Background: an optimization exercise with open tools, aiming at small area, a short achievable clock period and few clock cycles per item. Do not read the settings as production practice.
In this exercise RTL edits were held to simulation tests only and were not proved equivalent to the original.
Power and IR drop assume default switching activity.

Setup of alpha:
==> flow/design.v (excerpt) <==
module mdc (clk, rst_n, start, A, B, out, done);
input clk, rst_n, start;
input [7:0] A, B;
output [7:0] out;
output done;
reg       busy;
reg [6:0] ah, bh;    
reg [2:0] k;
function [2:0] ctz8;
    input [7:0] v;
    begin
        casez (v)
            8'b???????1: ctz8 = 3'd0;
            8'b??????10: ctz8 = 3'd1;
            8'b?????100: ctz8 = 3'd2;
            8'b????1000: ctz8 = 3'd3;
            8'b???10000: ctz8 = 3'd4;
            8'b??100000: ctz8 = 3'd5;
            8'b?1000000: ctz8 = 3'd6;
            default:     ctz8 = 3'd7;
        endcase
    end
endfunction
function [6:0] oddh8;
    input [7:0] v;
    begin
        casez (v)
            8'b???????1: oddh8 = v[7:1];
            8'b??????10: oddh8 = {1'b0, v[7:2]};
            8'b?????100: oddh8 = {2'b0, v[7:3]};
            8'b????1000: oddh8 = {3'b0, v[7:4]};
            8'b???10000: oddh8 = {4'b0, v[7:5]};
            8'b??100000: oddh8 = {5'b0, v[7:6]};
            8'b?1000000: oddh8 = {6'b0, v[7]};
            default:     oddh8 = 7'd0;
        endcase
    end
endfunction
wire [7:0] d  = {1'b0, ah} - {1'b0, bh};
wire       lt = d[7];
wire [6:0] m  = d[7:1] ^ {7{lt}};
reg  [6:0] vh;
always @* begin
    casez (ah ^ bh)
        7'b??????1: vh = m;
        7'b?????10: vh = {1'b0, m[6:1]};
        7'b????100: vh = {2'b0, m[6:2]};
        7'b???1000: vh = {3'b0, m[6:3]};
        7'b??10000: vh = {4'b0, m[6:4]};
        7'b?100000: vh = {5'b0, m[6:5]};
        default:    vh = {6'b0, m[6]};
    endcase
end
wire       fin = (ah == bh) | (ah == 7'd0);
assign done = busy & fin;
assign out  = {ah, 1'b1} << k;
always @(posedge clk or negedge rst_n) begin
    if (!rst_n)
  ...
Size in the first run: roughly 220 cells after synthesis, roughly 28 I/O pins.
export LEC_CHECK = 0
export CAP_MARGIN = 20
export CORE_MARGIN = 2
export CORE_UTILIZATION = 65
export CTS_BUF_LIST = sky130_fd_sc_hd__clkbuf_4
export SETUP_SLACK_MARGIN = 1.4
export SLEW_MARGIN = 20
export TNS_END_PERCENT = 0
create_clock -name core_clock -period 4.0 [get_ports {clk}]
standard.sh (not shown) runs the stock make flow with config.mk's settings and CLKGATE_MAP_FILE= SYNTH_SCRIPT=/design/flow/synth_recipe.tcl, a recipe that flattens the netlist after the stock synthesis.
==> flow/flow/run.sh <==
#!/bin/bash
# The standard layout (standard.sh) with two changes:
#  - the port buffers are plain buf_1 cells;
#  - synthesis maps the logic with the ABC script in flow/abc.script instead of
#    ORFS's speed script. Everything else in synthesis (synth_recipe.tcl) is kept.
# Each tool's output goes to the ORFS logs; make's own output goes to standard.log.
set -euo pipefail
W=$(pwd)
export BUFFER_PORTS_ARGS="-buffer_cell sky130_fd_sc_hd__buf_1"
export SETUP_MOVE_SEQUENCE=sizeup,swap
export SKIP_GATE_CLONING=1
export SKIP_LAST_GASP=1
export MY_ABC_SCRIPT="$W/flow/abc.script"
{ sed -n 1p synth_recipe.tcl; cat flow/abc_override.tcl; sed -n '2,$p' synth_recipe.tcl; } > synth_own.tcl
sed "s#SYNTH_SCRIPT=[^ ]*#SYNTH_SCRIPT=$W/synth_own.tcl#" standard.sh > standard_own.sh
bash standard_own.sh > standard.log 2>&1
==> flow/flow/abc.script <==
strash
&get -n
&dch -f
&nf -R 1000
&put
strash
&get -n
&dch -f
&nf -R 1000
&put
strash
&get -n
&dch -f
&nf -R 1000
&put
mfs3 -a
topo
stime -c
==> flow/flow/abc_override.tcl <==
# Run ABC with the script in MY_ABC_SCRIPT in place of the one ORFS chose.
proc abc {args} {
  set i [lsearch -exact $args -script]
  if { $i >= 0 } {
    set args [lreplace $args [expr {$i + 1}] [expr {$i + 1}] $::env(MY_ABC_SCRIPT)]
  }
  yosys abc {*}$args
}
Testbench counts of alpha, summed over its fixed seeds: cycles 9,100, items 2,400.
The inputs of beta differ from those of alpha as listed below.
# alpha
export LEC_CHECK = 0
export CAP_MARGIN = 20
export CORE_MARGIN = 2
export CORE_UTILIZATION = 65
export CTS_BUF_LIST = sky130_fd_sc_hd__clkbuf_4
export SETUP_SLACK_MARGIN = 1.4
export SLEW_MARGIN = 20
export TNS_END_PERCENT = 0
create_clock -name core_clock -period 4.0 [get_ports {clk}]
# beta
export LEC_CHECK = 0
export CAP_MARGIN = 20
export CORE_MARGIN = 2
export CORE_UTILIZATION = 40
export CTS_BUF_LIST = sky130_fd_sc_hd__clkbuf_4
export SETUP_SLACK_MARGIN = 1.4
export SLEW_MARGIN = 20
export TNS_END_PERCENT = 0
create_clock -name core_clock -period 4.0 [get_ports {clk}]
diff --git a/flow/flow/run.sh b/flow/flow/run.sh
--- a/flow/flow/run.sh
+++ b/flow/flow/run.sh
@@ -12,2 +12,3 @@
 export SKIP_LAST_GASP=1
+export CTS_ARGS="-root_buf sky130_fd_sc_hd__clkbuf_16 -buf_list sky130_fd_sc_hd__clkbuf_16 -sink_clustering_enable -sink_clustering_size 50 -sink_clustering_max_diameter 500"
 export MY_ABC_SCRIPT="$W/flow/abc.script"
Notes after the runs:
Looking only at end-of-flow core utilization, and setting everything else aside, the lower value of beta and alpha goes to beta.
Looking at via count across both flows, beta is the stronger of the two, with alpha trailing.
alpha has lower power than beta.
Summary of beta over alpha: final worst setup slack moved up, first-iteration DRC count now sits lower, total routed wirelength now sits lower.
[compare] base=alpha new=beta: clock skew after layout shows a reduction of 0.0033 ns, placeable core region shows an increase of 63%.

Another version of the RTL of mdc (not shown whole).
For scale: about 280 cells after synthesis, roughly 28 I/O pins.
clock: 4.0 ns
lec_check: 0
cap_margin: 20
core_margin: 2
core_utilization: 40
cts_buf_list: sky130_fd_sc_hd__clkbuf_16
slew_margin: 20
==> flow/flow/run.sh <==
#!/bin/bash
# Standard layout, with plain buf_1 cells as the port buffers.
set -euo pipefail
export BUFFER_PORTS_ARGS="-buffer_cell sky130_fd_sc_hd__buf_1"
bash standard.sh > standard.log 2>&1
The starting point produced a clean layout.
Testbench counts at the start, summed over its fixed seeds: cycles 9,100, items 2,400.
Change:
==> flow/flow/run.sh (replaced) <==
#!/bin/bash
# The standard layout (standard.sh) with two changes:
#  - the port buffers are plain buf_1 cells;
#  - synthesis maps the logic with the ABC script in flow/abc.script instead of
#    ORFS's speed script. Everything else in synthesis (synth_recipe.tcl) is kept.
# Each tool's output goes to the ORFS logs; make's own output goes to standard.log.
set -euo pipefail
W=$(pwd)
export BUFFER_PORTS_ARGS="-buffer_cell sky130_fd_sc_hd__buf_1"
export MY_ABC_SCRIPT="$W/flow/abc.script"
{ sed -n 1p synth_recipe.tcl; cat flow/abc_override.tcl; sed -n '2,$p' synth_recipe.tcl; } > synth_own.tcl
sed "s#SYNTH_SCRIPT=[^ ]*#SYNTH_SCRIPT=$W/synth_own.tcl#" standard.sh > standard_own.sh
bash standard_own.sh > standard.log 2>&1
==> flow/flow/abc.script (new file) <==
strash
&get -n
&dch -f
&nf -R 1000
&put
strash
&get -n
&dch -f
&nf -R 1000
&put
strash
&get -n
&dch -f
&nf -R 1000
&put
topo
stime -c
==> flow/flow/abc_override.tcl (new file) <==
# Run ABC with the script in MY_ABC_SCRIPT in place of the one ORFS chose.
proc abc {args} {
  set i [lsearch -exact $args -script]
  if { $i >= 0 } {
    set args [lreplace $args [expr {$i + 1}] [expr {$i + 1}] $::env(MY_ABC_SCRIPT)]
  }
  yosys abc {*}$args
}
--- a/flow/config.mk
+++ b/flow/config.mk
@@ -10,2 +10,2 @@
-export CORE_UTILIZATION = 40
-export CTS_BUF_LIST = sky130_fd_sc_hd__clkbuf_16
+export CORE_UTILIZATION = 60
+export CTS_BUF_LIST = sky130_fd_sc_hd__clkbuf_4
Effect: The changed run completed with no timing, DRC or antenna violations; cell count came out lower by 21%; via count came out lower by about 10%; cell area came out lower by 16%; worst hold slack gets worse by 57 ps; global-route usage came out higher by 8.7 points; worst setup slack gets worse by 120 ps; synthesized cell count came out lower by about 20%; clock-buffer cell count is unchanged; non-clock buffer count came out higher by 2.
Change:
==> flow/flow/abc.script (replaced) <==
strash
&get -n
&dch
&nf -R 1000
&put
topo
stime -c
--- a/flow/config.mk
+++ b/flow/config.mk
@@ -10 +10 @@
-export CORE_UTILIZATION = 60
+export CORE_UTILIZATION = 40
@@ -11,0 +12,2 @@
+export CTS_CLUSTER_DIAMETER = 200
+export CTS_CLUSTER_SIZE = 30
Outcome: Wire length rose by 9.3%; hold slack is worse by 10 ps; die area rose by 49%; critical path depth fell by 3; design area rose by 2.9%.
Change:
==> flow/flow/run.sh (replaced) <==
#!/bin/bash
# Standard layout, with plain buf_1 cells as the port buffers.
set -euo pipefail
export BUFFER_PORTS_ARGS="-buffer_cell sky130_fd_sc_hd__buf_1"
bash standard.sh > standard.log 2>&1
--- a/flow/config.mk
+++ b/flow/config.mk
@@ -12,2 +11,0 @@
-export CTS_CLUSTER_DIAMETER = 200
-export CTS_CLUSTER_SIZE = 30
removed: flow/flow/abc.script
removed: flow/flow/abc_override.tcl
After rerunning: The new run ran to the end with no violations; worst hold slack barely changes; critical path depth stays the same; final cell count climbs by about 14%; setup slack improved by 97 ps.

## static timing again, ports no longer ideal
The flow's constraints put no driver on any port. The routed layouts listed below were extracted and timed again, unchanged, in two steps.
Step 1 sets driving cells, clkbuf_16 on the clock port and buf_2 on the other inputs (assumed; they add their load-dependent delay and slew).
Step 2 times the ports against the registers' clock, not the clock port: input delays grow and output delays shrink by t, the midpoint of the rising clock arrivals with the driver on.
a / b / c = no drivers / after step 1 / after step 2; a / b = the first two.
run	shift t [ns]	setup slack, ns	slew at the worst register clock pin (ns)	worst slew at a driven data input, ns
alpha	0.311	1.338 / 1.318 / 1.248	0.10 / 0.10	0.03
beta	0.274	1.457 / 1.429 / 1.340	0.05 / 0.05	0.03
the first run of note 2	0.270	1.123 / 1.123 / 1.123	0.05 / 0.05	0.03
the second run of note 2	0.316	1.000 / 1.000 / 1.000	0.10 / 0.10	0.03
the third run of note 2	0.312	1.015 / 0.993 / 1.052	0.10 / 0.10	0.03
the fourth run of note 2	0.314	1.112 / 1.111 / 1.111	0.10 / 0.10	0.03
After both steps every run listed still meets setup and hold. For beta, which loses most, drivers alone change the setup slack by -0.028 ns; drivers and shift together by -0.117 ns.
